Source: an optimization exercise on an open RTL-to-GDS flow (aim: small area, a short achievable clock period and few clock cycles per item). Production flows keep margins and buffers that such runs may drop. The RTL was checked by simulation tests, not by an equivalence proof against the original design.

## flow/design.v (module list and top-level ports; edited modules follow where they fit)
// module Multiply: 16 lines
// module Multiply_booth: 9 lines
// module Mant_mul: 941 lines
// module Emission_rom: 115 lines
// module Transition_nz: 61 lines
// module Transition_rom: 190 lines
// module Viterbi: 282 lines
module Viterbi (clk, reset, in_valid, in_word, in_ready,
                out_valid, out_tag, out_last, error);
  // ...
==> flow/flow/run.sh <==
#!/bin/bash
# Own layout flow: the standard ORFS layout (standard.sh), with the timing
# repair steps (after floorplan, CTS and global route) aiming for a larger setup
# slack than 0 at the design's own clock period and constraints. If the
# finished layout comes within 3% of a max-slew or max-capacitance limit, the
# layout is made again with the next, smaller margin. Each attempt's make output
# is in flow_make_m<margin>.log and its ORFS logs and reports under
# orfs_m<margin>/ (the last attempt's stay in orfs/).
set -uo pipefail
MARGINS="16 15"
fits() {
  local r=orfs/reports/sky130hd/Viterbi/base/6_finish.rpt
  [[ -f $r && -f out/final.def ]] || return 1
  awk '
    /finish max_slew_check_slack_limit/ {getline; getline; s=$1}
    /finish max_capacitance_check_slack_limit/ {getline; getline; c=$1}
    END { exit !(s != "" && c != "" && s+0 >= 0.03 && c+0 >= 0.03) }' "$r"
}
last=""
for m in $MARGINS; do
  if [[ -n $last ]]; then
    mv orfs "orfs_m$last"
    rm -f out/final.def
  fi
  last=$m
  if bash standard.sh "SETUP_SLACK_MARGIN=$m" finish > "flow_make_m$m.log" 2>&1 && fits; then
    exit 0
  fi
done
[[ -f out/final.def ]]
==> flow/standard.sh <==
#!/bin/bash
# synth_recipe.tcl (not shown) runs the flow's synth.tcl, then flattens the netlist and writes it again
# the make line also repeats each setting of config.mk as NAME=value (left out here)
make -C /OpenROAD-flow-scripts/flow DESIGN_CONFIG=/design/flow/config.mk WORK_HOME=/design/flow/orfs CLKGATE_MAP_FILE= SYNTH_SCRIPT=/design/flow/synth_recipe.tcl "${@:-finish}"
==> flow/config.mk <==
export PLATFORM = sky130hd
export DESIGN_NAME = Viterbi
export DESIGN_NICKNAME = Viterbi
export VERILOG_FILES = /design/flow/design.v
export SDC_FILE = /design/flow/constraint.sdc
export NUM_CORES = 4
export LEC_CHECK = 0
export CAP_MARGIN = 20
export CORE_MARGIN = 2
export CORE_UTILIZATION = 40
export PLACE_DENSITY = 0.6
export SLEW_MARGIN = 20
export SYNTH_MEMORY_MAX_BITS = 16384
==> flow/constraint.sdc <==
create_clock -name core_clock -period 22.0 [get_ports {clk}]
set_input_delay 4.4000 -clock core_clock [delete_from_list [all_inputs] [get_ports {clk}]]
set_output_delay 4.4000 -clock core_clock [all_outputs]
set_load 0.01 [all_outputs]
==> results.sh, run 1 <==
export IMPL_status="timing/DRC/antenna clean"
export IMPL_r2r_slack_ns=15.59
export IMPL_crit_path_frequent_cell="fa_1"
export IMPL_ff2ff_path_depth=24
export IMPL_buf_share_pct=5.89
export IMPL_worst_slack_ns=15.59
export IMPL_cpMaxStageDelayCell="fa_1"
export IMPL_finalHoldViolCount=0
export IMPL_placed_cells=5568
export IMPL_antenna_cells=3
export IMPL_n_sequential_cell=497
export IMPL_multi_input_area_um2=25500
export IMPL_cts_tree="done"
export IMPL_path_max_fanout=26
export IMPL_use_met3_pct=6.92
export IMPL_tns_ns=0
export IMPL_clock_fmax_ghz=0.156
export IMPL_ys_seq_area_share_pct=34.8
export IMPL_grt_use_met1_pct=50.1
export IMPL_die_h_um=326
export IMPL_gp_congestion=1.06
export IMPL_grt_max_degree=65
export IMPL_tap_cells=1380
export IMPL_synth_edf_count=444
export IMPL_dp_slack_ns=14.19
export IMPL_ys_seq_elements=497
export IMPL_clock_latency_ns=0.69
export IMPL_netlist_instances=4312
export IMPL_port_buffers=18
export IMPL_layout_common_cells="edfxtp_1, nand2_1, inv_1"
export IMPL_wl_met2_um=92700
Testbench counts, summed over its fixed seeds: cycles 4,834, words 3,918.
==> module Multiply_booth, before the edit <==
module Multiply_booth (a_enc, b, result);
  input [43:0] a_enc;
  input [30:0] b;
  output [30:0] result;
  wire [22:0] mant;
  wire [7:0] ex = a_enc[43:36] + b[30:23] - 8'd126;
  Mant_mul mm (.x({1'b1, b[22:0]}), .bd(a_enc[35:0]), .s(mant));
  assign result = {ex, mant};
endmodule
==> run 2, diff against run 1 <==
--- a/flow/design.v
+++ b/flow/design.v
@@ -14,22 +14,27 @@
   assign re[22:0] = temp[46:24];
   assign result = (a == 0 || b == 0) ? 0:re;
 endmodule
-module Multiply_booth (a_enc, b, result);
+module Multiply_booth (a_enc, b, bdn, xn, result);
   input [43:0] a_enc;
   input [30:0] b;
+  input [35:0] bdn;
+  input [22:0] xn;
   output [30:0] result;
   wire [22:0] mant;
   wire [7:0] ex = a_enc[43:36] + b[30:23] - 8'd126;
-  Mant_mul mm (.x({1'b1, b[22:0]}), .bd(a_enc[35:0]), .s(mant));
+  Mant_mul mm (.x({1'b1, b[22:0]}), .bd(a_enc[35:0]), .xn({1'b0, xn}), .bdn(bdn), .s(mant));
   assign result = {ex, mant};
 endmodule
-module Mant_mul (x, bd, s);
-  input [23:0] x;
-  input [35:0] bd;
+module Mant_mul (x, bd, xn, bdn, s);
+  input [23:0] x, xn;
+  input [35:0] bd, bdn;
   output [22:0] s;
   wire one0 = bd[0];
   wire two0 = bd[1];
   wire neg0 = bd[2];
+  wire onh0 = ~bdn[0];
+  wire twh0 = ~bdn[1];
+  wire ngh0 = ~bdn[2];
   wire pp0_0 = neg0 ^ ((one0 & x[0]) | (two0 & 1'b0));
   wire pp0_1 = neg0 ^ ((one0 & x[1]) | (two0 & x[0]));
   wire pp0_2 = neg0 ^ ((one0 & x[2]) | (two0 & x[1]));
@@ -43,21 +48,24 @@
   wire pp0_10 = neg0 ^ ((one0 & x[10]) | (two0 & x[9]));
   wire pp0_11 = neg0 ^ ((one0 & x[11]) | (two0 & x[10]));
   wire pp0_12 = neg0 ^ ((one0 & x[12]) | (two0 & x[11]));
-  wire pp0_13 = neg0 ^ ((one0 & x[13]) | (two0 & x[12]));
-  wire pp0_14 = neg0 ^ ((one0 & x[14]) | (two0 & x[13]));
-  wire pp0_15 = neg0 ^ ((one0 & x[15]) | (two0 & x[14]));
-  wire pp0_16 = neg0 ^ ((one0 & x[16]) | (two0 & x[15]));
-  wire pp0_17 = neg0 ^ ((one0 & x[17]) | (two0 & x[16]));
-  wire pp0_18 = neg0 ^ ((one0 & x[18]) | (two0 & x[17]));
-  wire pp0_19 = neg0 ^ ((one0 & x[19]) | (two0 & x[18]));
-  wire pp0_20 = neg0 ^ ((one0 & x[20]) | (two0 & x[19]));
-  wire pp0_21 = neg0 ^ ((one0 & x[21]) | (two0 & x[20]));
-  wire pp0_22 = neg0 ^ ((one0 & x[22]) | (two0 & x[21]));
-  wire pp0_23 = neg0 ^ ((one0 & x[23]) | (two0 & x[22]));
-  wire pp0_24 = neg0 ^ ((one0 & 1'b0) | (two0 & x[23]));
+  wire pp0_13 = ngh0 ^ ((onh0 & ~xn[13]) | (twh0 & ~xn[12]));
+  wire pp0_14 = ngh0 ^ ((onh0 & ~xn[14]) | (twh0 & ~xn[13]));
+  wire pp0_15 = ngh0 ^ ((onh0 & ~xn[15]) | (twh0 & ~xn[14]));
+  wire pp0_16 = ngh0 ^ ((onh0 & ~xn[16]) | (twh0 & ~xn[15]));
+  wire pp0_17 = ngh0 ^ ((onh0 & ~xn[17]) | (twh0 & ~xn[16]));
+  wire pp0_18 = ngh0 ^ ((onh0 & ~xn[18]) | (twh0 & ~xn[17]));
+  wire pp0_19 = ngh0 ^ ((onh0 & ~xn[19]) | (twh0 & ~xn[18]));
+  wire pp0_20 = ngh0 ^ ((onh0 & ~xn[20]) | (twh0 & ~xn[19]));
+  wire pp0_21 = ngh0 ^ ((onh0 & ~xn[21]) | (twh0 & ~xn[20]));
+  wire pp0_22 = ngh0 ^ ((onh0 & ~xn[22]) | (twh0 & ~xn[21]));
+  wire pp0_23 = ngh0 ^ ((onh0 & ~xn[23]) | (twh0 & ~xn[22]));
+  wire pp0_24 = ngh0 ^ ((onh0 & 1'b0) | (twh0 & ~xn[23]));
   wire one1 = bd[3];
   wire two1 = bd[4];
   wire neg1 = bd[5];
+  wire onh1 = ~bdn[3];
+  wire twh1 = ~bdn[4];
+  wire ngh1 = ~bdn[5];
   wire pp1_0 = neg1 ^ ((one1 & x[0]) | (two1 & 1'b0));
   wire pp1_1 = neg1 ^ ((one1 & x[1]) | (two1 & x[0]));
   wire pp1_2 = neg1 ^ ((one1 & x[2]) | (two1 & x[1]));
@@ -71,21 +79,24 @@
   wire pp1_10 = neg1 ^ ((one1 & x[10]) | (two1 & x[9]));
   wire pp1_11 = neg1 ^ ((one1 & x[11]) | (two1 & x[10]));
   wire pp1_12 = neg1 ^ ((one1 & x[12]) | (two1 & x[11]));
-  wire pp1_13 = neg1 ^ ((one1 & x[13]) | (two1 & x[12]));
-  wire pp1_14 = neg1 ^ ((one1 & x[14]) | (two1 & x[13]));
-  wire pp1_15 = neg1 ^ ((one1 & x[15]) | (two1 & x[14]));
-  wire pp1_16 = neg1 ^ ((one1 & x[16]) | (two1 & x[15]));
-  wire pp1_17 = neg1 ^ ((one1 & x[17]) | (two1 & x[16]));
-  wire pp1_18 = neg1 ^ ((one1 & x[18]) | (two1 & x[17]));
-  wire pp1_19 = neg1 ^ ((one1 & x[19]) | (two1 & x[18]));
-  wire pp1_20 = neg1 ^ ((one1 & x[20]) | (two1 & x[19]));
-  wire pp1_21 = neg1 ^ ((one1 & x[21]) | (two1 & x[20]));
-  wire pp1_22 = neg1 ^ ((one1 & x[22]) | (two1 & x[21]));
-  wire pp1_23 = neg1 ^ ((one1 & x[23]) | (two1 & x[22]));
-  wire pp1_24 = neg1 ^ ((one1 & 1'b0) | (two1 & x[23]));
+  wire pp1_13 = ngh1 ^ ((onh1 & ~xn[13]) | (twh1 & ~xn[12]));
+  wire pp1_14 = ngh1 ^ ((onh1 & ~xn[14]) | (twh1 & ~xn[13]));
+  wire pp1_15 = ngh1 ^ ((onh1 & ~xn[15]) | (twh1 & ~xn[14]));
+  wire pp1_16 = ngh1 ^ ((onh1 & ~xn[16]) | (twh1 & ~xn[15]));
+  wire pp1_17 = ngh1 ^ ((onh1 & ~xn[17]) | (twh1 & ~xn[16]));
+  wire pp1_18 = ngh1 ^ ((onh1 & ~xn[18]) | (twh1 & ~xn[17]));
+  wire pp1_19 = ngh1 ^ ((onh1 & ~xn[19]) | (twh1 & ~xn[18]));
+  wire pp1_20 = ngh1 ^ ((onh1 & ~xn[20]) | (twh1 & ~xn[19]));
+  wire pp1_21 = ngh1 ^ ((onh1 & ~xn[21]) | (twh1 & ~xn[20]));
+  wire pp1_22 = ngh1 ^ ((onh1 & ~xn[22]) | (twh1 & ~xn[21]));
+  wire pp1_23 = ngh1 ^ ((onh1 & ~xn[23]) | (twh1 & ~xn[22]));
+  wire pp1_24 = ngh1 ^ ((onh1 & 1'b0) | (twh1 & ~xn[23]));
   wire one2 = bd[6];
   wire two2 = bd[7];
   wire neg2 = bd[8];
+  wire onh2 = ~bdn[6];
+  wire twh2 = ~bdn[7];
+  wire ngh2 = ~bdn[8];
   wire pp2_0 = neg2 ^ ((one2 & x[0]) | (two2 & 1'b0));
   wire pp2_1 = neg2 ^ ((one2 & x[1]) | (two2 & x[0]));
   wire pp2_2 = neg2 ^ ((one2 & x[2]) | (two2 & x[1]));
@@ -99,21 +110,24 @@
   wire pp2_10 = neg2 ^ ((one2 & x[10]) | (two2 & x[9]));
   wire pp2_11 = neg2 ^ ((one2 & x[11]) | (two2 & x[10]));
   wire pp2_12 = neg2 ^ ((one2 & x[12]) | (two2 & x[11]));
-  wire pp2_13 = neg2 ^ ((one2 & x[13]) | (two2 & x[12]));
-  wire pp2_14 = neg2 ^ ((one2 & x[14]) | (two2 & x[13]));
-  wire pp2_15 = neg2 ^ ((one2 & x[15]) | (two2 & x[14]));
-  wire pp2_16 = neg2 ^ ((one2 & x[16]) | (two2 & x[15]));
-  wire pp2_17 = neg2 ^ ((one2 & x[17]) | (two2 & x[16]));
-  wire pp2_18 = neg2 ^ ((one2 & x[18]) | (two2 & x[17]));
-  wire pp2_19 = neg2 ^ ((one2 & x[19]) | (two2 & x[18]));
-  wire pp2_20 = neg2 ^ ((one2 & x[20]) | (two2 & x[19]));
-  wire pp2_21 = neg2 ^ ((one2 & x[21]) | (two2 & x[20]));
-  wire pp2_22 = neg2 ^ ((one2 & x[22]) | (two2 & x[21]));
-  wire pp2_23 = neg2 ^ ((one2 & x[23]) | (two2 & x[22]));
-  wire pp2_24 = neg2 ^ ((one2 & 1'b0) | (two2 & x[23]));
+  wire pp2_13 = ngh2 ^ ((onh2 & ~xn[13]) | (twh2 & ~xn[12]));
+  wire pp2_14 = ngh2 ^ ((onh2 & ~xn[14]) | (twh2 & ~xn[13]));
+  wire pp2_15 = ngh2 ^ ((onh2 & ~xn[15]) | (twh2 & ~xn[14]));
+  wire pp2_16 = ngh2 ^ ((onh2 & ~xn[16]) | (twh2 & ~xn[15]));
+  wire pp2_17 = ngh2 ^ ((onh2 & ~xn[17]) | (twh2 & ~xn[16]));
+  wire pp2_18 = ngh2 ^ ((onh2 & ~xn[18]) | (twh2 & ~xn[17]));
+  wire pp2_19 = ngh2 ^ ((onh2 & ~xn[19]) | (twh2 & ~xn[18]));
+  wire pp2_20 = ngh2 ^ ((onh2 & ~xn[20]) | (twh2 & ~xn[19]));
+  wire pp2_21 = ngh2 ^ ((onh2 & ~xn[21]) | (twh2 & ~xn[20]));
+  wire pp2_22 = ngh2 ^ ((onh2 & ~xn[22]) | (twh2 & ~xn[21]));
+  wire pp2_23 = ngh2 ^ ((onh2 & ~xn[23]) | (twh2 & ~xn[22]));
+  wire pp2_24 = ngh2 ^ ((onh2 & 1'b0) | (twh2 & ~xn[23]));
   wire one3 = bd[9];
   wire two3 = bd[10];
   wire neg3 = bd[11];
+  wire onh3 = ~bdn[9];
+  wire twh3 = ~bdn[10];
+  wire ngh3 = ~bdn[11];
   wire pp3_0 = neg3 ^ ((one3 & x[0]) | (two3 & 1'b0));
   wire pp3_1 = neg3 ^ ((one3 & x[1]) | (two3 & x[0]));
   wire pp3_2 = neg3 ^ ((one3 & x[2]) | (two3 & x[1]));
@@ -127,21 +141,24 @@
   wire pp3_10 = neg3 ^ ((one3 & x[10]) | (two3 & x[9]));
   wire pp3_11 = neg3 ^ ((one3 & x[11]) | (two3 & x[10]));
   wire pp3_12 = neg3 ^ ((one3 & x[12]) | (two3 & x[11]));
-  wire pp3_13 = neg3 ^ ((one3 & x[13]) | (two3 & x[12]));
-  wire pp3_14 = neg3 ^ ((one3 & x[14]) | (two3 & x[13]));
-  wire pp3_15 = neg3 ^ ((one3 & x[15]) | (two3 & x[14]));
-  wire pp3_16 = neg3 ^ ((one3 & x[16]) | (two3 & x[15]));
-  wire pp3_17 = neg3 ^ ((one3 & x[17]) | (two3 & x[16]));
-  wire pp3_18 = neg3 ^ ((one3 & x[18]) | (two3 & x[17]));
-  wire pp3_19 = neg3 ^ ((one3 & x[19]) | (two3 & x[18]));
-  wire pp3_20 = neg3 ^ ((one3 & x[20]) | (two3 & x[19]));
-  wire pp3_21 = neg3 ^ ((one3 & x[21]) | (two3 & x[20]));
-  wire pp3_22 = neg3 ^ ((one3 & x[22]) | (two3 & x[21]));
-  wire pp3_23 = neg3 ^ ((one3 & x[23]) | (two3 & x[22]));
-  wire pp3_24 = neg3 ^ ((one3 & 1'b0) | (two3 & x[23]));
+  wire pp3_13 = ngh3 ^ ((onh3 & ~xn[13]) | (twh3 & ~xn[12]));
+  wire pp3_14 = ngh3 ^ ((onh3 & ~xn[14]) | (twh3 & ~xn[13]));
+  wire pp3_15 = ngh3 ^ ((onh3 & ~xn[15]) | (twh3 & ~xn[14]));
+  wire pp3_16 = ngh3 ^ ((onh3 & ~xn[16]) | (twh3 & ~xn[15]));
+  wire pp3_17 = ngh3 ^ ((onh3 & ~xn[17]) | (twh3 & ~xn[16]));
+  wire pp3_18 = ngh3 ^ ((onh3 & ~xn[18]) | (twh3 & ~xn[17]));
+  wire pp3_19 = ngh3 ^ ((onh3 & ~xn[19]) | (twh3 & ~xn[18]));
+  wire pp3_20 = ngh3 ^ ((onh3 & ~xn[20]) | (twh3 & ~xn[19]));
+  wire pp3_21 = ngh3 ^ ((onh3 & ~xn[21]) | (twh3 & ~xn[20]));
+  wire pp3_22 = ngh3 ^ ((onh3 & ~xn[22]) | (twh3 & ~xn[21]));
+  wire pp3_23 = ngh3 ^ ((onh3 & ~xn[23]) | (twh3 & ~xn[22]));
+  wire pp3_24 = ngh3 ^ ((onh3 & 1'b0) | (twh3 & ~xn[23]));
   wire one4 = bd[12];
   wire two4 = bd[13];
   wire neg4 = bd[14];
+  wire onh4 = ~bdn[12];
+  wire twh4 = ~bdn[13];
+  wire ngh4 = ~bdn[14];
   wire pp4_0 = neg4 ^ ((one4 & x[0]) | (two4 & 1'b0));
   wire pp4_1 = neg4 ^ ((one4 & x[1]) | (two4 & x[0]));
   wire pp4_2 = neg4 ^ ((one4 & x[2]) | (two4 & x[1]));
@@ -155,21 +172,24 @@
   wire pp4_10 = neg4 ^ ((one4 & x[10]) | (two4 & x[9]));
   wire pp4_11 = neg4 ^ ((one4 & x[11]) | (two4 & x[10]));
   wire pp4_12 = neg4 ^ ((one4 & x[12]) | (two4 & x[11]));
-  wire pp4_13 = neg4 ^ ((one4 & x[13]) | (two4 & x[12]));
-  wire pp4_14 = neg4 ^ ((one4 & x[14]) | (two4 & x[13]));
-  wire pp4_15 = neg4 ^ ((one4 & x[15]) | (two4 & x[14]));
-  wire pp4_16 = neg4 ^ ((one4 & x[16]) | (two4 & x[15]));
-  wire pp4_17 = neg4 ^ ((one4 & x[17]) | (two4 & x[16]));
-  wire pp4_18 = neg4 ^ ((one4 & x[18]) | (two4 & x[17]));
-  wire pp4_19 = neg4 ^ ((one4 & x[19]) | (two4 & x[18]));
-  wire pp4_20 = neg4 ^ ((one4 & x[20]) | (two4 & x[19]));
-  wire pp4_21 = neg4 ^ ((one4 & x[21]) | (two4 & x[20]));
-  wire pp4_22 = neg4 ^ ((one4 & x[22]) | (two4 & x[21]));
-  wire pp4_23 = neg4 ^ ((one4 & x[23]) | (two4 & x[22]));
-  wire pp4_24 = neg4 ^ ((one4 & 1'b0) | (two4 & x[23]));
+  wire pp4_13 = ngh4 ^ ((onh4 & ~xn[13]) | (twh4 & ~xn[12]));
+  wire pp4_14 = ngh4 ^ ((onh4 & ~xn[14]) | (twh4 & ~xn[13]));
+  wire pp4_15 = ngh4 ^ ((onh4 & ~xn[15]) | (twh4 & ~xn[14]));
+  wire pp4_16 = ngh4 ^ ((onh4 & ~xn[16]) | (twh4 & ~xn[15]));
+  wire pp4_17 = ngh4 ^ ((onh4 & ~xn[17]) | (twh4 & ~xn[16]));
+  wire pp4_18 = ngh4 ^ ((onh4 & ~xn[18]) | (twh4 & ~xn[17]));
+  wire pp4_19 = ngh4 ^ ((onh4 & ~xn[19]) | (twh4 & ~xn[18]));
+  wire pp4_20 = ngh4 ^ ((onh4 & ~xn[20]) | (twh4 & ~xn[19]));
+  wire pp4_21 = ngh4 ^ ((onh4 & ~xn[21]) | (twh4 & ~xn[20]));
+  wire pp4_22 = ngh4 ^ ((onh4 & ~xn[22]) | (twh4 & ~xn[21]));
+  wire pp4_23 = ngh4 ^ ((onh4 & ~xn[23]) | (twh4 & ~xn[22]));
+  wire pp4_24 = ngh4 ^ ((onh4 & 1'b0) | (twh4 & ~xn[23]));
   wire one5 = bd[15];
   wire two5 = bd[16];
   wire neg5 = bd[17];
+  wire onh5 = ~bdn[15];
+  wire twh5 = ~bdn[16];
+  wire ngh5 = ~bdn[17];
   wire pp5_0 = neg5 ^ ((one5 & x[0]) | (two5 & 1'b0));
   wire pp5_1 = neg5 ^ ((one5 & x[1]) | (two5 & x[0]));
   wire pp5_2 = neg5 ^ ((one5 & x[2]) | (two5 & x[1]));
@@ -183,21 +203,24 @@
   wire pp5_10 = neg5 ^ ((one5 & x[10]) | (two5 & x[9]));
   wire pp5_11 = neg5 ^ ((one5 & x[11]) | (two5 & x[10]));
   wire pp5_12 = neg5 ^ ((one5 & x[12]) | (two5 & x[11]));
-  wire pp5_13 = neg5 ^ ((one5 & x[13]) | (two5 & x[12]));
-  wire pp5_14 = neg5 ^ ((one5 & x[14]) | (two5 & x[13]));
-  wire pp5_15 = neg5 ^ ((one5 & x[15]) | (two5 & x[14]));
-  wire pp5_16 = neg5 ^ ((one5 & x[16]) | (two5 & x[15]));
-  wire pp5_17 = neg5 ^ ((one5 & x[17]) | (two5 & x[16]));
-  wire pp5_18 = neg5 ^ ((one5 & x[18]) | (two5 & x[17]));
-  wire pp5_19 = neg5 ^ ((one5 & x[19]) | (two5 & x[18]));
-  wire pp5_20 = neg5 ^ ((one5 & x[20]) | (two5 & x[19]));
-  wire pp5_21 = neg5 ^ ((one5 & x[21]) | (two5 & x[20]));
-  wire pp5_22 = neg5 ^ ((one5 & x[22]) | (two5 & x[21]));
-  wire pp5_23 = neg5 ^ ((one5 & x[23]) | (two5 & x[22]));
-  wire pp5_24 = neg5 ^ ((one5 & 1'b0) | (two5 & x[23]));
+  wire pp5_13 = ngh5 ^ ((onh5 & ~xn[13]) | (twh5 & ~xn[12]));
+  wire pp5_14 = ngh5 ^ ((onh5 & ~xn[14]) | (twh5 & ~xn[13]));
+  wire pp5_15 = ngh5 ^ ((onh5 & ~xn[15]) | (twh5 & ~xn[14]));
+  wire pp5_16 = ngh5 ^ ((onh5 & ~xn[16]) | (twh5 & ~xn[15]));
+  wire pp5_17 = ngh5 ^ ((onh5 & ~xn[17]) | (twh5 & ~xn[16]));
+  wire pp5_18 = ngh5 ^ ((onh5 & ~xn[18]) | (twh5 & ~xn[17]));
+  wire pp5_19 = ngh5 ^ ((onh5 & ~xn[19]) | (twh5 & ~xn[18]));
+  wire pp5_20 = ngh5 ^ ((onh5 & ~xn[20]) | (twh5 & ~xn[19]));
+  wire pp5_21 = ngh5 ^ ((onh5 & ~xn[21]) | (twh5 & ~xn[20]));
+  wire pp5_22 = ngh5 ^ ((onh5 & ~xn[22]) | (twh5 & ~xn[21]));
+  wire pp5_23 = ngh5 ^ ((onh5 & ~xn[23]) | (twh5 & ~xn[22]));
+  wire pp5_24 = ngh5 ^ ((onh5 & 1'b0) | (twh5 & ~xn[23]));
   wire one6 = bd[18];
   wire two6 = bd[19];
   wire neg6 = bd[20];
+  wire onh6 = ~bdn[18];
+  wire twh6 = ~bdn[19];
+  wire ngh6 = ~bdn[20];
   wire pp6_0 = neg6 ^ ((one6 & x[0]) | (two6 & 1'b0));
   wire pp6_1 = neg6 ^ ((one6 & x[1]) | (two6 & x[0]));
   wire pp6_2 = neg6 ^ ((one6 & x[2]) | (two6 & x[1]));
@@ -211,21 +234,24 @@
   wire pp6_10 = neg6 ^ ((one6 & x[10]) | (two6 & x[9]));
   wire pp6_11 = neg6 ^ ((one6 & x[11]) | (two6 & x[10]));
   wire pp6_12 = neg6 ^ ((one6 & x[12]) | (two6 & x[11]));
-  wire pp6_13 = neg6 ^ ((one6 & x[13]) | (two6 & x[12]));
-  wire pp6_14 = neg6 ^ ((one6 & x[14]) | (two6 & x[13]));
-  wire pp6_15 = neg6 ^ ((one6 & x[15]) | (two6 & x[14]));
-  wire pp6_16 = neg6 ^ ((one6 & x[16]) | (two6 & x[15]));
-  wire pp6_17 = neg6 ^ ((one6 & x[17]) | (two6 & x[16]));
-  wire pp6_18 = neg6 ^ ((one6 & x[18]) | (two6 & x[17]));
-  wire pp6_19 = neg6 ^ ((one6 & x[19]) | (two6 & x[18]));
-  wire pp6_20 = neg6 ^ ((one6 & x[20]) | (two6 & x[19]));
-  wire pp6_21 = neg6 ^ ((one6 & x[21]) | (two6 & x[20]));
-  wire pp6_22 = neg6 ^ ((one6 & x[22]) | (two6 & x[21]));
-  wire pp6_23 = neg6 ^ ((one6 & x[23]) | (two6 & x[22]));
-  wire pp6_24 = neg6 ^ ((one6 & 1'b0) | (two6 & x[23]));
+  wire pp6_13 = ngh6 ^ ((onh6 & ~xn[13]) | (twh6 & ~xn[12]));
+  wire pp6_14 = ngh6 ^ ((onh6 & ~xn[14]) | (twh6 & ~xn[13]));
+  wire pp6_15 = ngh6 ^ ((onh6 & ~xn[15]) | (twh6 & ~xn[14]));
+  wire pp6_16 = ngh6 ^ ((onh6 & ~xn[16]) | (twh6 & ~xn[15]));
+  wire pp6_17 = ngh6 ^ ((onh6 & ~xn[17]) | (twh6 & ~xn[16]));
+  wire pp6_18 = ngh6 ^ ((onh6 & ~xn[18]) | (twh6 & ~xn[17]));
+  wire pp6_19 = ngh6 ^ ((onh6 & ~xn[19]) | (twh6 & ~xn[18]));
+  wire pp6_20 = ngh6 ^ ((onh6 & ~xn[20]) | (twh6 & ~xn[19]));
+  wire pp6_21 = ngh6 ^ ((onh6 & ~xn[21]) | (twh6 & ~xn[20]));
+  wire pp6_22 = ngh6 ^ ((onh6 & ~xn[22]) | (twh6 & ~xn[21]));
+  wire pp6_23 = ngh6 ^ ((onh6 & ~xn[23]) | (twh6 & ~xn[22]));
+  wire pp6_24 = ngh6 ^ ((onh6 & 1'b0) | (twh6 & ~xn[23]));
   wire one7 = bd[21];
   wire two7 = bd[22];
   wire neg7 = bd[23];
+  wire onh7 = ~bdn[21];
+  wire twh7 = ~bdn[22];
+  wire ngh7 = ~bdn[23];
   wire pp7_0 = neg7 ^ ((one7 & x[0]) | (two7 & 1'b0));
   wire pp7_1 = neg7 ^ ((one7 & x[1]) | (two7 & x[0]));
   wire pp7_2 = neg7 ^ ((one7 & x[2]) | (two7 & x[1]));
@@ -239,21 +265,24 @@
   wire pp7_10 = neg7 ^ ((one7 & x[10]) | (two7 & x[9]));
   wire pp7_11 = neg7 ^ ((one7 & x[11]) | (two7 & x[10]));
   wire pp7_12 = neg7 ^ ((one7 & x[12]) | (two7 & x[11]));
-  wire pp7_13 = neg7 ^ ((one7 & x[13]) | (two7 & x[12]));
-  wire pp7_14 = neg7 ^ ((one7 & x[14]) | (two7 & x[13]));
-  wire pp7_15 = neg7 ^ ((one7 & x[15]) | (two7 & x[14]));
-  wire pp7_16 = neg7 ^ ((one7 & x[16]) | (two7 & x[15]));
-  wire pp7_17 = neg7 ^ ((one7 & x[17]) | (two7 & x[16]));
-  wire pp7_18 = neg7 ^ ((one7 & x[18]) | (two7 & x[17]));
-  wire pp7_19 = neg7 ^ ((one7 & x[19]) | (two7 & x[18]));
-  wire pp7_20 = neg7 ^ ((one7 & x[20]) | (two7 & x[19]));
-  wire pp7_21 = neg7 ^ ((one7 & x[21]) | (two7 & x[20]));
-  wire pp7_22 = neg7 ^ ((one7 & x[22]) | (two7 & x[21]));
-  wire pp7_23 = neg7 ^ ((one7 & x[23]) | (two7 & x[22]));
-  wire pp7_24 = neg7 ^ ((one7 & 1'b0) | (two7 & x[23]));
+  wire pp7_13 = ngh7 ^ ((onh7 & ~xn[13]) | (twh7 & ~xn[12]));
+  wire pp7_14 = ngh7 ^ ((onh7 & ~xn[14]) | (twh7 & ~xn[13]));
+  wire pp7_15 = ngh7 ^ ((onh7 & ~xn[15]) | (twh7 & ~xn[14]));
+  wire pp7_16 = ngh7 ^ ((onh7 & ~xn[16]) | (twh7 & ~xn[15]));
+  wire pp7_17 = ngh7 ^ ((onh7 & ~xn[17]) | (twh7 & ~xn[16]));
+  wire pp7_18 = ngh7 ^ ((onh7 & ~xn[18]) | (twh7 & ~xn[17]));
+  wire pp7_19 = ngh7 ^ ((onh7 & ~xn[19]) | (twh7 & ~xn[18]));
+  wire pp7_20 = ngh7 ^ ((onh7 & ~xn[20]) | (twh7 & ~xn[19]));
+  wire pp7_21 = ngh7 ^ ((onh7 & ~xn[21]) | (twh7 & ~xn[20]));
+  wire pp7_22 = ngh7 ^ ((onh7 & ~xn[22]) | (twh7 & ~xn[21]));
+  wire pp7_23 = ngh7 ^ ((onh7 & ~xn[23]) | (twh7 & ~xn[22]));
+  wire pp7_24 = ngh7 ^ ((onh7 & 1'b0) | (twh7 & ~xn[23]));
   wire one8 = bd[24];
   wire two8 = bd[25];
   wire neg8 = bd[26];
+  wire onh8 = ~bdn[24];
+  wire twh8 = ~bdn[25];
+  wire ngh8 = ~bdn[26];
   wire pp8_0 = neg8 ^ ((one8 & x[0]) | (two8 & 1'b0));
   wire pp8_1 = neg8 ^ ((one8 & x[1]) | (two8 & x[0]));
   wire pp8_2 = neg8 ^ ((one8 & x[2]) | (two8 & x[1]));
@@ -267,21 +296,24 @@
   wire pp8_10 = neg8 ^ ((one8 & x[10]) | (two8 & x[9]));
   wire pp8_11 = neg8 ^ ((one8 & x[11]) | (two8 & x[10]));
   wire pp8_12 = neg8 ^ ((one8 & x[12]) | (two8 & x[11]));
-  wire pp8_13 = neg8 ^ ((one8 & x[13]) | (two8 & x[12]));
-  wire pp8_14 = neg8 ^ ((one8 & x[14]) | (two8 & x[13]));
-  wire pp8_15 = neg8 ^ ((one8 & x[15]) | (two8 & x[14]));
-  wire pp8_16 = neg8 ^ ((one8 & x[16]) | (two8 & x[15]));
-  wire pp8_17 = neg8 ^ ((one8 & x[17]) | (two8 & x[16]));
-  wire pp8_18 = neg8 ^ ((one8 & x[18]) | (two8 & x[17]));
-  wire pp8_19 = neg8 ^ ((one8 & x[19]) | (two8 & x[18]));
-  wire pp8_20 = neg8 ^ ((one8 & x[20]) | (two8 & x[19]));
-  wire pp8_21 = neg8 ^ ((one8 & x[21]) | (two8 & x[20]));
-  wire pp8_22 = neg8 ^ ((one8 & x[22]) | (two8 & x[21]));
-  wire pp8_23 = neg8 ^ ((one8 & x[23]) | (two8 & x[22]));
-  wire pp8_24 = neg8 ^ ((one8 & 1'b0) | (two8 & x[23]));
+  wire pp8_13 = ngh8 ^ ((onh8 & ~xn[13]) | (twh8 & ~xn[12]));
+  wire pp8_14 = ngh8 ^ ((onh8 & ~xn[14]) | (twh8 & ~xn[13]));
+  wire pp8_15 = ngh8 ^ ((onh8 & ~xn[15]) | (twh8 & ~xn[14]));
+  wire pp8_16 = ngh8 ^ ((onh8 & ~xn[16]) | (twh8 & ~xn[15]));
+  wire pp8_17 = ngh8 ^ ((onh8 & ~xn[17]) | (twh8 & ~xn[16]));
+  wire pp8_18 = ngh8 ^ ((onh8 & ~xn[18]) | (twh8 & ~xn[17]));
+  wire pp8_19 = ngh8 ^ ((onh8 & ~xn[19]) | (twh8 & ~xn[18]));
+  wire pp8_20 = ngh8 ^ ((onh8 & ~xn[20]) | (twh8 & ~xn[19]));
+  wire pp8_21 = ngh8 ^ ((onh8 & ~xn[21]) | (twh8 & ~xn[20]));
+  wire pp8_22 = ngh8 ^ ((onh8 & ~xn[22]) | (twh8 & ~xn[21]));
+  wire pp8_23 = ngh8 ^ ((onh8 & ~xn[23]) | (twh8 & ~xn[22]));
+  wire pp8_24 = ngh8 ^ ((onh8 & 1'b0) | (twh8 & ~xn[23]));
   wire one9 = bd[27];
   wire two9 = bd[28];
   wire neg9 = bd[29];
+  wire onh9 = ~bdn[27];
+  wire twh9 = ~bdn[28];
+  wire ngh9 = ~bdn[29];
   wire pp9_0 = neg9 ^ ((one9 & x[0]) | (two9 & 1'b0));
   wire pp9_1 = neg9 ^ ((one9 & x[1]) | (two9 & x[0]));
   wire pp9_2 = neg9 ^ ((one9 & x[2]) | (two9 & x[1]));
@@ -295,21 +327,24 @@
   wire pp9_10 = neg9 ^ ((one9 & x[10]) | (two9 & x[9]));
   wire pp9_11 = neg9 ^ ((one9 & x[11]) | (two9 & x[10]));
   wire pp9_12 = neg9 ^ ((one9 & x[12]) | (two9 & x[11]));
-  wire pp9_13 = neg9 ^ ((one9 & x[13]) | (two9 & x[12]));
-  wire pp9_14 = neg9 ^ ((one9 & x[14]) | (two9 & x[13]));
-  wire pp9_15 = neg9 ^ ((one9 & x[15]) | (two9 & x[14]));
-  wire pp9_16 = neg9 ^ ((one9 & x[16]) | (two9 & x[15]));
-  wire pp9_17 = neg9 ^ ((one9 & x[17]) | (two9 & x[16]));
-  wire pp9_18 = neg9 ^ ((one9 & x[18]) | (two9 & x[17]));
-  wire pp9_19 = neg9 ^ ((one9 & x[19]) | (two9 & x[18]));
-  wire pp9_20 = neg9 ^ ((one9 & x[20]) | (two9 & x[19]));
-  wire pp9_21 = neg9 ^ ((one9 & x[21]) | (two9 & x[20]));
-  wire pp9_22 = neg9 ^ ((one9 & x[22]) | (two9 & x[21]));
-  wire pp9_23 = neg9 ^ ((one9 & x[23]) | (two9 & x[22]));
-  wire pp9_24 = neg9 ^ ((one9 & 1'b0) | (two9 & x[23]));
+  wire pp9_13 = ngh9 ^ ((onh9 & ~xn[13]) | (twh9 & ~xn[12]));
+  wire pp9_14 = ngh9 ^ ((onh9 & ~xn[14]) | (twh9 & ~xn[13]));
+  wire pp9_15 = ngh9 ^ ((onh9 & ~xn[15]) | (twh9 & ~xn[14]));
+  wire pp9_16 = ngh9 ^ ((onh9 & ~xn[16]) | (twh9 & ~xn[15]));
+  wire pp9_17 = ngh9 ^ ((onh9 & ~xn[17]) | (twh9 & ~xn[16]));
+  wire pp9_18 = ngh9 ^ ((onh9 & ~xn[18]) | (twh9 & ~xn[17]));
+  wire pp9_19 = ngh9 ^ ((onh9 & ~xn[19]) | (twh9 & ~xn[18]));
+  wire pp9_20 = ngh9 ^ ((onh9 & ~xn[20]) | (twh9 & ~xn[19]));
+  wire pp9_21 = ngh9 ^ ((onh9 & ~xn[21]) | (twh9 & ~xn[20]));
+  wire pp9_22 = ngh9 ^ ((onh9 & ~xn[22]) | (twh9 & ~xn[21]));
+  wire pp9_23 = ngh9 ^ ((onh9 & ~xn[23]) | (twh9 & ~xn[22]));
+  wire pp9_24 = ngh9 ^ ((onh9 & 1'b0) | (twh9 & ~xn[23]));
   wire one10 = bd[30];
   wire two10 = bd[31];
   wire neg10 = bd[32];
+  wire onh10 = ~bdn[30];
+  wire twh10 = ~bdn[31];
+  wire ngh10 = ~bdn[32];
   wire pp10_0 = neg10 ^ ((one10 & x[0]) | (two10 & 1'b0));
   wire pp10_1 = neg10 ^ ((one10 & x[1]) | (two10 & x[0]));
   wire pp10_2 = neg10 ^ ((one10 & x[2]) | (two10 & x[1]));
@@ -323,21 +358,24 @@
   wire pp10_10 = neg10 ^ ((one10 & x[10]) | (two10 & x[9]));
   wire pp10_11 = neg10 ^ ((one10 & x[11]) | (two10 & x[10]));
   wire pp10_12 = neg10 ^ ((one10 & x[12]) | (two10 & x[11]));
-  wire pp10_13 = neg10 ^ ((one10 & x[13]) | (two10 & x[12]));
-  wire pp10_14 = neg10 ^ ((one10 & x[14]) | (two10 & x[13]));
-  wire pp10_15 = neg10 ^ ((one10 & x[15]) | (two10 & x[14]));
-  wire pp10_16 = neg10 ^ ((one10 & x[16]) | (two10 & x[15]));
-  wire pp10_17 = neg10 ^ ((one10 & x[17]) | (two10 & x[16]));
-  wire pp10_18 = neg10 ^ ((one10 & x[18]) | (two10 & x[17]));
-  wire pp10_19 = neg10 ^ ((one10 & x[19]) | (two10 & x[18]));
-  wire pp10_20 = neg10 ^ ((one10 & x[20]) | (two10 & x[19]));
-  wire pp10_21 = neg10 ^ ((one10 & x[21]) | (two10 & x[20]));
-  wire pp10_22 = neg10 ^ ((one10 & x[22]) | (two10 & x[21]));
-  wire pp10_23 = neg10 ^ ((one10 & x[23]) | (two10 & x[22]));
-  wire pp10_24 = neg10 ^ ((one10 & 1'b0) | (two10 & x[23]));
+  wire pp10_13 = ngh10 ^ ((onh10 & ~xn[13]) | (twh10 & ~xn[12]));
+  wire pp10_14 = ngh10 ^ ((onh10 & ~xn[14]) | (twh10 & ~xn[13]));
+  wire pp10_15 = ngh10 ^ ((onh10 & ~xn[15]) | (twh10 & ~xn[14]));
+  wire pp10_16 = ngh10 ^ ((onh10 & ~xn[16]) | (twh10 & ~xn[15]));
+  wire pp10_17 = ngh10 ^ ((onh10 & ~xn[17]) | (twh10 & ~xn[16]));
+  wire pp10_18 = ngh10 ^ ((onh10 & ~xn[18]) | (twh10 & ~xn[17]));
+  wire pp10_19 = ngh10 ^ ((onh10 & ~xn[19]) | (twh10 & ~xn[18]));
+  wire pp10_20 = ngh10 ^ ((onh10 & ~xn[20]) | (twh10 & ~xn[19]));
+  wire pp10_21 = ngh10 ^ ((onh10 & ~xn[21]) | (twh10 & ~xn[20]));
+  wire pp10_22 = ngh10 ^ ((onh10 & ~xn[22]) | (twh10 & ~xn[21]));
+  wire pp10_23 = ngh10 ^ ((onh10 & ~xn[23]) | (twh10 & ~xn[22]));
+  wire pp10_24 = ngh10 ^ ((onh10 & 1'b0) | (twh10 & ~xn[23]));
   wire one11 = bd[33];
   wire two11 = bd[34];
   wire neg11 = bd[35];
+  wire onh11 = ~bdn[33];
+  wire twh11 = ~bdn[34];
+  wire ngh11 = ~bdn[35];
   wire pp11_0 = neg11 ^ ((one11 & x[0]) | (two11 & 1'b0));
   wire pp11_1 = neg11 ^ ((one11 & x[1]) | (two11 & x[0]));
   wire pp11_2 = neg11 ^ ((one11 & x[2]) | (two11 & x[1]));
@@ -351,20 +389,20 @@
   wire pp11_10 = neg11 ^ ((one11 & x[10]) | (two11 & x[9]));
   wire pp11_11 = neg11 ^ ((one11 & x[11]) | (two11 & x[10]));
   wire pp11_12 = neg11 ^ ((one11 & x[12]) | (two11 & x[11]));
-  wire pp11_13 = neg11 ^ ((one11 & x[13]) | (two11 & x[12]));
-  wire pp11_14 = neg11 ^ ((one11 & x[14]) | (two11 & x[13]));
-  wire pp11_15 = neg11 ^ ((one11 & x[15]) | (two11 & x[14]));
-  wire pp11_16 = neg11 ^ ((one11 & x[16]) | (two11 & x[15]));
-  wire pp11_17 = neg11 ^ ((one11 & x[17]) | (two11 & x[16]));
-  wire pp11_18 = neg11 ^ ((one11 & x[18]) | (two11 & x[17]));
-  wire pp11_19 = neg11 ^ ((one11 & x[19]) | (two11 & x[18]));
-  wire pp11_20 = neg11 ^ ((one11 & x[20]) | (two11 & x[19]));
-  wire pp11_21 = neg11 ^ ((one11 & x[21]) | (two11 & x[20]));
-  wire pp11_22 = neg11 ^ ((one11 & x[22]) | (two11 & x[21]));
-  wire pp11_23 = neg11 ^ ((one11 & x[23]) | (two11 & x[22]));
-  wire pp11_24 = neg11 ^ ((one11 & 1'b0) | (two11 & x[23]));
-  wire t1 = ~neg0 ^ pp1_23;
-  wire t2 = ~neg0 & pp1_23;
+  wire pp11_13 = ngh11 ^ ((onh11 & ~xn[13]) | (twh11 & ~xn[12]));
+  wire pp11_14 = ngh11 ^ ((onh11 & ~xn[14]) | (twh11 & ~xn[13]));
+  wire pp11_15 = ngh11 ^ ((onh11 & ~xn[15]) | (twh11 & ~xn[14]));
+  wire pp11_16 = ngh11 ^ ((onh11 & ~xn[16]) | (twh11 & ~xn[15]));
+  wire pp11_17 = ngh11 ^ ((onh11 & ~xn[17]) | (twh11 & ~xn[16]));
+  wire pp11_18 = ngh11 ^ ((onh11 & ~xn[18]) | (twh11 & ~xn[17]));
+  wire pp11_19 = ngh11 ^ ((onh11 & ~xn[19]) | (twh11 & ~xn[18]));
+  wire pp11_20 = ngh11 ^ ((onh11 & ~xn[20]) | (twh11 & ~xn[19]));
+  wire pp11_21 = ngh11 ^ ((onh11 & ~xn[21]) | (twh11 & ~xn[20]));
+  wire pp11_22 = ngh11 ^ ((onh11 & ~xn[22]) | (twh11 & ~xn[21]));
+  wire pp11_23 = ngh11 ^ ((onh11 & ~xn[23]) | (twh11 & ~xn[22]));
+  wire pp11_24 = ngh11 ^ ((onh11 & 1'b0) | (twh11 & ~xn[23]));
+  wire t1 = bdn[2] ^ pp1_23;
+  wire t2 = bdn[2] & pp1_23;
   wire t3 = pp1_24 ^ pp2_22;
   wire t4 = pp1_24 & pp2_22;
   wire t5 = pp0_16 ^ pp1_14;
@@ -431,8 +469,8 @@
   wire t66 = (pp9_8 & pp10_6) | (pp9_8 & pp11_4) | (pp10_6 & pp11_4);
   wire t67 = x[2] ^ 1'b1 ^ t2;
   wire t68 = (x[2] & 1'b1) | (x[2] & t2) | (1'b1 & t2);
-  wire t69 = ~neg1 ^ pp2_23 ^ pp3_21;
-  wire t70 = (~neg1 & pp2_23) | (~neg1 & pp3_21) | (pp2_23 & pp3_21);
+  wire t69 = bdn[5] ^ pp2_23 ^ pp3_21;
+  wire t70 = (bdn[5] & pp2_23) | (bdn[5] & pp3_21) | (pp2_23 & pp3_21);
   wire t71 = pp4_19 ^ pp5_17 ^ pp6_15;
   wire t72 = (pp4_19 & pp5_17) | (pp4_19 & pp6_15) | (pp5_17 & pp6_15);
   wire t73 = pp7_13 ^ pp8_11 ^ pp9_9;
@@ -447,8 +485,8 @@
   wire t82 = (pp8_12 & pp9_10) | (pp8_12 & pp10_8) | (pp9_10 & pp10_8);
   wire t83 = pp11_6 ^ x[4];
   wire t84 = pp11_6 & x[4];
-  wire t85 = ~neg2 ^ pp3_23 ^ pp4_21;
-  wire t86 = (~neg2 & pp3_23) | (~neg2 & pp4_21) | (pp3_23 & pp4_21);
+  wire t85 = bdn[8] ^ pp3_23 ^ pp4_21;
+  wire t86 = (bdn[8] & pp3_23) | (bdn[8] & pp4_21) | (pp3_23 & pp4_21);
   wire t87 = pp5_19 ^ pp6_17 ^ pp7_15;
   wire t88 = (pp5_19 & pp6_17) | (pp5_19 & pp7_15) | (pp6_17 & pp7_15);
   wire t89 = pp8_13 ^ pp9_11 ^ pp10_9;
@@ -459,16 +497,16 @@
   wire t94 = (pp6_18 & pp7_16) | (pp6_18 & pp8_14) | (pp7_16 & pp8_14);
   wire t95 = pp9_12 ^ pp10_10;
   wire t96 = pp9_12 & pp10_10;
-  wire t97 = ~neg3 ^ pp4_23 ^ pp5_21;
-  wire t98 = (~neg3 & pp4_23) | (~neg3 & pp5_21) | (pp4_23 & pp5_21);
+  wire t97 = bdn[11] ^ pp4_23 ^ pp5_21;
+  wire t98 = (bdn[11] & pp4_23) | (bdn[11] & pp5_21) | (pp4_23 & pp5_21);
   wire t99 = pp6_19 ^ pp7_17 ^ pp8_15;
   wire t100 = (pp6_19 & pp7_17) | (pp6_19 & pp8_15) | (pp7_17 & pp8_15);
   wire t101 = pp4_24 ^ pp5_22 ^ pp6_20;
   wire t102 = (pp4_24 & pp5_22) | (pp4_24 & pp6_20) | (pp5_22 & pp6_20);
   wire t103 = pp7_18 ^ pp8_16;
   wire t104 = pp7_18 & pp8_16;
-  wire t105 = ~neg4 ^ pp5_23 ^ pp6_21;
-  wire t106 = (~neg4 & pp5_23) | (~neg4 & pp6_21) | (pp5_23 & pp6_21);
+  wire t105 = bdn[14] ^ pp5_23 ^ pp6_21;
+  wire t106 = (bdn[14] & pp5_23) | (bdn[14] & pp6_21) | (pp5_23 & pp6_21);
   wire t107 = pp5_24 ^ pp6_22;
   wire t108 = pp5_24 & pp6_22;
   wire t109 = pp0_10 ^ pp1_8;
@@ -609,8 +647,8 @@
   wire t244 = (pp10_14 & pp11_12) | (pp10_14 & x[10]) | (pp11_12 & x[10]);
   wire t245 = 1'b1 ^ t106 ^ t107;
   wire t246 = (1'b1 & t106) | (1'b1 & t107) | (t106 & t107);
-  wire t247 = ~neg5 ^ pp6_23 ^ pp7_21;
-  wire t248 = (~neg5 & pp6_23) | (~neg5 & pp7_21) | (pp6_23 & pp7_21);
+  wire t247 = bdn[17] ^ pp6_23 ^ pp7_21;
+  wire t248 = (bdn[17] & pp6_23) | (bdn[17] & pp7_21) | (pp6_23 & pp7_21);
   wire t249 = pp8_19 ^ pp9_17 ^ pp10_15;
   wire t250 = (pp8_19 & pp9_17) | (pp8_19 & pp10_15) | (pp9_17 & pp10_15);
   wire t251 = pp11_13 ^ x[11] ^ t108;
@@ -619,18 +657,18 @@
   wire t254 = (pp6_24 & pp7_22) | (pp6_24 & pp8_20) | (pp7_22 & pp8_20);
   wire t255 = pp9_18 ^ pp10_16 ^ pp11_14;
   wire t256 = (pp9_18 & pp10_16) | (pp9_18 & pp11_14) | (pp10_16 & pp11_14);
-  wire t257 = x[12] ^ 1'b1;
-  wire t258 = x[12] & 1'b1;
-  wire t259 = ~neg6 ^ pp7_23 ^ pp8_21;
-  wire t260 = (~neg6 & pp7_23) | (~neg6 & pp8_21) | (pp7_23 & pp8_21);
+  wire t257 = ~xn[12] ^ 1'b1;
+  wire t258 = ~xn[12] & 1'b1;
+  wire t259 = bdn[20] ^ pp7_23 ^ pp8_21;
+  wire t260 = (bdn[20] & pp7_23) | (bdn[20] & pp8_21) | (pp7_23 & pp8_21);
   wire t261 = pp9_19 ^ pp10_17 ^ pp11_15;
   wire t262 = (pp9_19 & pp10_17) | (pp9_19 & pp11_15) | (pp10_17 & pp11_15);
   wire t263 = pp7_24 ^ pp8_22 ^ pp9_20;
   wire t264 = (pp7_24 & pp8_22) | (pp7_24 & pp9_20) | (pp8_22 & pp9_20);
   wire t265 = pp10_18 ^ pp11_16;
   wire t266 = pp10_18 & pp11_16;
-  wire t267 = ~neg7 ^ pp8_23 ^ pp9_21;
-  wire t268 = (~neg7 & pp8_23) | (~neg7 & pp9_21) | (pp8_23 & pp9_21);
+  wire t267 = bdn[23] ^ pp8_23 ^ pp9_21;
+  wire t268 = (bdn[23] & pp8_23) | (bdn[23] & pp9_21) | (pp8_23 & pp9_21);
   wire t269 = pp8_24 ^ pp9_22;
   wire t270 = pp8_24 & pp9_22;
   wire t271 = pp0_6 ^ pp1_4;
@@ -753,32 +791,32 @@
   wire t388 = (t248 & t250) | (t248 & t252) | (t250 & t252);
   wire t389 = t253 ^ t255 ^ t257;
   wire t390 = (t253 & t255) | (t253 & t257) | (t255 & t257);
-  wire t391 = x[13] ^ t254 ^ t256;
-  wire t392 = (x[13] & t254) | (x[13] & t256) | (t254 & t256);
+  wire t391 = ~xn[13] ^ t254 ^ t256;
+  wire t392 = (~xn[13] & t254) | (~xn[13] & t256) | (t254 & t256);
   wire t393 = t258 ^ t259 ^ t261;
   wire t394 = (t258 & t259) | (t258 & t261) | (t259 & t261);
-  wire t395 = x[14] ^ 1'b1 ^ t260;
-  wire t396 = (x[14] & 1'b1) | (x[14] & t260) | (1'b1 & t260);
+  wire t395 = ~xn[14] ^ 1'b1 ^ t260;
+  wire t396 = (~xn[14] & 1'b1) | (~xn[14] & t260) | (1'b1 & t260);
   wire t397 = t262 ^ t263 ^ t265;
   wire t398 = (t262 & t263) | (t262 & t265) | (t263 & t265);
-  wire t399 = pp10_19 ^ pp11_17 ^ x[15];
-  wire t400 = (pp10_19 & pp11_17) | (pp10_19 & x[15]) | (pp11_17 & x[15]);
+  wire t399 = pp10_19 ^ pp11_17 ^ ~xn[15];
+  wire t400 = (pp10_19 & pp11_17) | (pp10_19 & ~xn[15]) | (pp11_17 & ~xn[15]);
   wire t401 = t264 ^ t266 ^ t267;
   wire t402 = (t264 & t266) | (t264 & t267) | (t266 & t267);
-  wire t403 = pp10_20 ^ pp11_18 ^ x[16];
-  wire t404 = (pp10_20 & pp11_18) | (pp10_20 & x[16]) | (pp11_18 & x[16]);
+  wire t403 = pp10_20 ^ pp11_18 ^ ~xn[16];
+  wire t404 = (pp10_20 & pp11_18) | (pp10_20 & ~xn[16]) | (pp11_18 & ~xn[16]);
   wire t405 = 1'b1 ^ t268 ^ t269;
   wire t406 = (1'b1 & t268) | (1'b1 & t269) | (t268 & t269);
-  wire t407 = ~neg8 ^ pp9_23 ^ pp10_21;
-  wire t408 = (~neg8 & pp9_23) | (~neg8 & pp10_21) | (pp9_23 & pp10_21);
-  wire t409 = pp11_19 ^ x[17] ^ t270;
-  wire t410 = (pp11_19 & x[17]) | (pp11_19 & t270) | (x[17] & t270);
+  wire t407 = bdn[26] ^ pp9_23 ^ pp10_21;
+  wire t408 = (bdn[26] & pp9_23) | (bdn[26] & pp10_21) | (pp9_23 & pp10_21);
+  wire t409 = pp11_19 ^ ~xn[17] ^ t270;
+  wire t410 = (pp11_19 & ~xn[17]) | (pp11_19 & t270) | (~xn[17] & t270);
   wire t411 = pp9_24 ^ pp10_22 ^ pp11_20;
   wire t412 = (pp9_24 & pp10_22) | (pp9_24 & pp11_20) | (pp10_22 & pp11_20);
-  wire t413 = x[18] ^ 1'b1;
-  wire t414 = x[18] & 1'b1;
-  wire t415 = ~neg9 ^ pp10_23 ^ pp11_21;
-  wire t416 = (~neg9 & pp10_23) | (~neg9 & pp11_21) | (pp10_23 & pp11_21);
+  wire t413 = ~xn[18] ^ 1'b1;
+  wire t414 = ~xn[18] & 1'b1;
+  wire t415 = bdn[29] ^ pp10_23 ^ pp11_21;
+  wire t416 = (bdn[29] & pp10_23) | (bdn[29] & pp11_21) | (pp10_23 & pp11_21);
   wire t417 = pp10_24 ^ pp11_22;
   wire t418 = pp10_24 & pp11_22;
   wire t419 = pp0_4 ^ pp1_2;
@@ -859,14 +897,14 @@
   wire t494 = (t404 & t406) | (t404 & t407) | (t406 & t407);
   wire t495 = t408 ^ t410 ^ t411;
   wire t496 = (t408 & t410) | (t408 & t411) | (t410 & t411);
-  wire t497 = x[19] ^ t412 ^ t414;
-  wire t498 = (x[19] & t412) | (x[19] & t414) | (t412 & t414);
-  wire t499 = x[20] ^ 1'b1 ^ t416;
-  wire t500 = (x[20] & 1'b1) | (x[20] & t416) | (1'b1 & t416);
-  wire t501 = ~neg10 ^ pp11_23 ^ x[21];
-  wire t502 = (~neg10 & pp11_23) | (~neg10 & x[21]) | (pp11_23 & x[21]);
-  wire t503 = pp11_24 ^ x[22];
-  wire t504 = pp11_24 & x[22];
+  wire t497 = ~xn[19] ^ t412 ^ t414;
+  wire t498 = (~xn[19] & t412) | (~xn[19] & t414) | (t412 & t414);
+  wire t499 = ~xn[20] ^ 1'b1 ^ t416;
+  wire t500 = (~xn[20] & 1'b1) | (~xn[20] & t416) | (1'b1 & t416);
+  wire t501 = bdn[32] ^ pp11_23 ^ ~xn[21];
+  wire t502 = (bdn[32] & pp11_23) | (bdn[32] & ~xn[21]) | (pp11_23 & ~xn[21]);
+  wire t503 = pp11_24 ^ ~xn[22];
+  wire t504 = pp11_24 & ~xn[22];
   wire t505 = pp0_2 ^ pp1_0;
   wire t506 = pp0_2 & pp1_0;
   wire t507 = pp0_3 ^ pp1_1;
@@ -957,8 +995,8 @@
   wire t592 = (t418 & t500) | (t418 & t501) | (t500 & t501);
   wire t593 = 1'b1 ^ t502 ^ t503;
   wire t594 = (1'b1 & t502) | (1'b1 & t503) | (t502 & t503);
-  wire t595 = ~neg11 ^ x[23] ^ t504;
-  wire t596 = (~neg11 & x[23]) | (~neg11 & t504) | (x[23] & t504);
+  wire t595 = bdn[35] ^ ~xn[23] ^ t504;
+  wire t596 = (bdn[35] & ~xn[23]) | (bdn[35] & t504) | (~xn[23] & t504);
   wire [47:0] r0 = {t594, t592, t590, t588, t586, t584, t582, t580, t578, t576, t574, t572, t570, t568, t566, t564, t562, t560, t558, t556, t554, t552, t550, t548, t546, t544, t542, t540, t538, t536, t534, t532, t530, t528, t526, t524, t522, t520, t518, t516, t514, t512, t510, t508, t506, neg1, pp0_1, pp0_0};
   wire [47:0] r1 = {t595, t593, t591, t589, t587, t585, t583, t581, t579, t577, t575, t573, t571, t569, t567, t565, t563, t561, t559, t557, t555, t553, t551, t549, t547, t545, t543, t541, t539, t537, t535, t533, t531, t529, t527, t525, t523, t521, t519, t517, t515, t513, t511, t509, t507, t505, 1'b0, neg0};
   wire [47:0] full = r0 + r1;
@@ -1421,9 +1459,10 @@
 reg p0_first, p0_kend, p0_wend, p0_k, p0_m;
 reg [43:0] p0_pet;             
 reg [30:0] p0_dval;            
+reg [35:0] p0_bdn;
+reg [22:0] p0_xn;
 reg [4:0] p0_n;
 reg [3:0] p0_a0;
-reg [1:0] p0_live;            
 reg [30:0] d0, d1;             
 reg [30:0] acc;                
 reg bj, hbp;                   
@@ -1516,9 +1555,13 @@
 end
 wire [43:0] r_pet;
 Transition_rom prom (.idx(r_idx), .pet(r_pet));
-wire du_m = bub ? 1'b1 : (r_op != 2'd0) ? 1'b0 : (r_m ? use1 : use0);
-wire [30:0] du_rest = bub ? 31'd0 : (r_op != 2'd0) ? r_pet[30:0] : (r_m ? d1_fn : d0_fn);
-wire [43:0] p0_pet_d = r_pet;
+wire r_fin = (r_op == 2'd2);
+wire du_m = bub ? 1'b1 : r_fin ? (r_live[1] & use1) : (r_op == 2'd1) ? 1'b0 : (r_m ? use1 : use0);
+wire [30:0] du_rest = bub ? 31'd0 : r_fin ? (r_live[1] ? d1_fn : 31'd0) : (r_op == 2'd1) ? r_pet[30:0]
+                    : (r_m ? d1_fn : d0_fn);
+wire pu_m = r_live[0] & use0;
+wire [30:0] pu_rest = r_live[0] ? d0_fn : 31'd0;
+wire [43:0] p0_pet_d = r_fin ? {13'd0, ((pu_m & ~mz) ? mval : (pu_m ? 31'd0 : pu_rest))} : r_pet;
 wire [30:0] p0_dval_d = (du_m & ~mz) ? mval : (du_m ? 31'd0 : du_rest);
 always @(posedge clk) begin
     if (!reset) p0_v <= 1'b0;
@@ -1535,20 +1578,19 @@
             p0_m <= r_m;
             p0_n <= r_n;
             p0_a0 <= r_a0;
-            p0_live <= r_live;
             p0_pet <= p0_pet_d;
+            p0_bdn <= ~p0_pet_d[35:0];
         end
         p0_dval <= p0_dval_d;
+        p0_xn <= ~p0_dval_d[22:0];
     end
 end
-Multiply_booth mul (.a_enc(p0_pet), .b(p0_dval), .result(mval));
-wire [30:0] d0m = p0_live[0] ? d0 : 31'd0;
-wire [30:0] d1m = p0_live[1] ? d1 : 31'd0;
-wire [30:0] cmp_a = fx ? p0_dval : d1m;
-wire [30:0] cmp_b = fx ? acc : d0m;
+Multiply_booth mul (.a_enc(p0_pet), .b(p0_dval), .bdn(p0_bdn), .xn(p0_xn), .result(mval));
+wire [30:0] cmp_a = p0_dval;
+wire [30:0] cmp_b = fx ? acc : p0_pet[30:0];
 assign cmp_gt = cmp_a > cmp_b;
 wire fin1 = cmp_gt;
-wire fin0 = ~cmp_gt & (d0m != 31'd0);
+wire fin0 = ~cmp_gt & (p0_pet[30:0] != 31'd0);
 reg [3:0] sa0 [0:15];
 reg [15:0] sb0, sb1;
 reg [3:0] eb0 [0:15];
==> flow/run.sh (new file) <==
#!/bin/bash
# synth_recipe.tcl (not shown) runs the flow's synth.tcl, then flattens the netlist and writes it again
# the make line also repeats each setting of config.mk as NAME=value (left out here)
make -C /OpenROAD-flow-scripts/flow DESIGN_CONFIG=/design/flow/config.mk WORK_HOME=/design/flow/orfs CLKGATE_MAP_FILE= SYNTH_SCRIPT=/design/flow/synth_recipe.tcl finish
removed: flow/flow/run.sh
removed: flow/standard.sh
==> run 2 against run 1 <==
  * Utilization decreased by 1.8 points
  * Register-to-register slack worse by 1.3 ns
  * Highest routed layer is now met5
  * Routed wire length is 4.9% higher
==> results.sh, run 2 <==
export IMPL_status="timing/DRC/antenna clean"
export IMPL_synth_area_per_cell_um2=9.43
export IMPL_fp_coreArea_um2=109000
export IMPL_slew_headroom_pct=12.5
export IMPL_synth_edf_count=478
export IMPL_final_nets=4986
export IMPL_clock_fmax_ghz=0.131
export IMPL_finClkSkew_ns=0.0220
export IMPL_async_flop_share_pct=0
export IMPL_cts_htree_levels=2
export IMPL_layout_common_cells="edfxtp_1, inv_1, nor2_1"
export IMPL_dp_slack_ns=14.45
export IMPL_cts_resized_gates=0
export IMPL_ys_seq_area_share_pct=35.4
export IMPL_synth_most_common_cell="edfxtp_1"
export IMPL_clock_root_buffer="clkbuf_16"
export IMPL_drc=0
export IMPL_crit_type="register to register"
export IMPL_fillers=10526
export IMPL_yosysTopAreaCell="edfxtp_1"
export IMPL_antenna_found_initial=12
export IMPL_max_stage_delay_ns=1.11
export IMPL_cts_tree="done"
export IMPL_ys_seq_elements=542
export IMPL_numCtsBuffers=61
export IMPL_die_w_um=336
export IMPL_synthTopCellsByCount="edfxtp_1, inv_1, nor2_1, nand2_1, clkbuf_1"
export IMPL_pin_count=19
export IMPL_drt_pass1_iterations=6
export IMPL_path_max_fanout=25
export IMPL_final_common_cell="edfxtp_1"
export IMPL_crit_path_frequent_cell="fa_1"
export IMPL_grt_pass1_wl_um=307000
export IMPL_clkSlewWorstSetupHoldPaths_ns=0.06
export IMPL_final_max_slew_viol_count=0
export IMPL_synth_ff_type="edfxtp_1"
export IMPL_hpwlAfterDp_um=164000
export IMPL_path_cells="o22ai_1, xor2_1, fa_1, inv_1, fa_1, fa_1, fa_1, fa_1, ha_1, nand3_1, nor3_1, o2111ai_1, o211ai_1, a21oi_1, o21a_1, o21ai_0, xor2_1, a221oi_1, nor2_1, inv_1"
export IMPL_first_iter_violations=5974
export IMPL_period_needed_ns=7.66
export IMPL_placed_area_um2=46400
export IMPL_layout_drive_gt1_share_pct=9.29
export IMPL_hold_buffers=0
export IMPL_netlist_instances=4686
export IMPL_avgViaCountPerCell=6.55
export IMPL_cts_buffer_depth=3
export IMPL_rsz0062_at_grt="no"
export IMPL_yosysWarningCount=4
export IMPL_wl_um=220000
export IMPL_critPathRequiredTime_ns=22.39
export IMPL_fp_row_count=121
export IMPL_seqCellArea_um2=15600
export IMPL_synth_area_leaders="edfxtp_1, fa_1, ha_1, xor2_1, inv_1"
export IMPL_worst_slack_ns=14.34
export IMPL_worstPathArrival_ns=8.05
export IMPL_fp_dieArea_um2=113000
export IMPL_cts_num_sinks=542
export IMPL_synthToLayoutAreaGrowth_pct=9.74
export IMPL_finalHoldViolCount=0
export IMPL_maxCapViolations=0
export IMPL_cpMaxStageDelayCell="dfxtp_1"
export IMPL_grt_usage_pct=38.5
export IMPL_grt_max_degree=65
export IMPL_largestRegisters="eb0 (64), eb1 (64), sa0 (64)"
export IMPL_clock_latency_ns=0.66
export IMPL_die_h_um=336
export IMPL_stdcell_area_um2=48500
export IMPL_grt_pass1_vias=38633
export IMPL_crit_path_start_kind="register"
export IMPL_worstSetupEndpointType="register"
export IMPL_tns_ns=0
export IMPL_synth_nets=5084
export IMPL_initial_core_util_pct=40.5
export IMPL_gp_congestion=1.10
export IMPL_hold_path_class="register to register"
export IMPL_wl_per_cell_um=36.0
export IMPL_grt_ovfl_total=0
export IMPL_netlist_area_um2=44200
export IMPL_postCtsSetupBuffers=0
export IMPL_placed_cells=6001
export IMPL_ant_nets=0
export IMPL_yosysUniqueCellTypes=96
export IMPL_worstMarginPinSlew_ns=1.31
export IMPL_synth_top_cell_area_share_pct=32.5
export IMPL_stdcell_count=6122
export IMPL_port_buffers=18
export IMPL_vias=40089
export IMPL_multi_input_area_um2=25900
export IMPL_setup_violations=0
export IMPL_period_share_pct=34.8
-- run 2: routing by layer --
metal,track usage [%],wire (um),share of wire [%]
met5,0,31,0.014
met4,24.5,17400,7.9
met3,7.20,20500,9.3
met2,58.6,95700,43
met1,50.4,86600,39
-- run 2: critical path: cells and delay by family (launching register included) --
kind,cells,cell delay (ns)
AND/OR/NAND/NOR,3,0.82
buffers and inverters,2,0.13
AO/OA/AOI/OAI,7,1.81
XOR/XNOR,2,0.75
flip-flops,1,1.11
adder cells (fa/ha/maj),6,2.77
-- run 2: final cells by class --
class | instances | area share, %
clock buffers | 71 | 3.33
multi-input cells | 3387 | 53.5
diodes | 6 | 0.0310
inverters | 417 | 3.24
repair buffers | 179 | 2.86
clock inverters | 44 | 0.988
flip-flops and latches | 542 | 32.2
well taps | 1476 | 3.81
-- run 2: worst paths after layout --
path / startpoint / endpoint / slack (ns) / depth (start not counted)
worst min-delay path: r_n[1]$_DFFE_PP_ / p0_n[1]$_DFFE_PN_ / 0.42 / 0
worst min register to register: r_n[1]$_DFFE_PP_ / p0_n[1]$_DFFE_PN_ / 0.42 / 0
worst max register to register: p0_xn[13]$_DFF_P_ / p0_bdn[11]$_DFFE_PN_ / 14.34 / 20
worst max-delay path: p0_xn[13]$_DFF_P_ / p0_bdn[11]$_DFFE_PN_ / 14.34 / 20
-- run 2: cell families after synthesis --
group	share of synthesized area, %
simple gates	16.0
xor+xnor	6.82
mux	3.54
flops	35.4
fa+ha+maj	15.2
buf+inv	6.58
compound gates	16.5
-- run 2: per-stage QoR --
stage	hold slack [ns]	utilization [%]
after global placement	0.403	42.5
after global routing	0.423	44.4
after detailed placement	0.405	42.5
after CTS	0.417	44.4
final	0.420	44.4
after floorplan	0.400	-
Testbench counts of run 2, summed over its fixed seeds: cycles 4,834, words 3,918.

## port drivers added, routing unchanged
Ports are ideal in the flow. The routed layouts listed here were re-timed in OpenROAD. Step 1 sets driving cells, clkbuf_16 on the clock port and buf_2 on the other inputs (assumed; they add their load-dependent delay and slew). Step 2 adds t to the input delays and takes it off the output delays; t is the mean of the earliest and latest rising clock arrival at the registers after step 1. Input paths then give back, and output paths get back, about the clock's delay inside the block. Slacks: ideal ports / drivers / drivers and shift; pairs: ideal ports / drivers.
run	t (ns)	setup slack, ns	hold slack, ns	slew at the worst register clock pin (ns)
run 1	0.720	15.594 / 15.594 / 15.594	0.410 / 0.410 / 0.410	0.07 / 0.07
run 2	0.718	14.340 / 14.340 / 14.340	0.420 / 0.420 / 0.420	0.07 / 0.07
After both steps setup and hold are still met in every run listed.
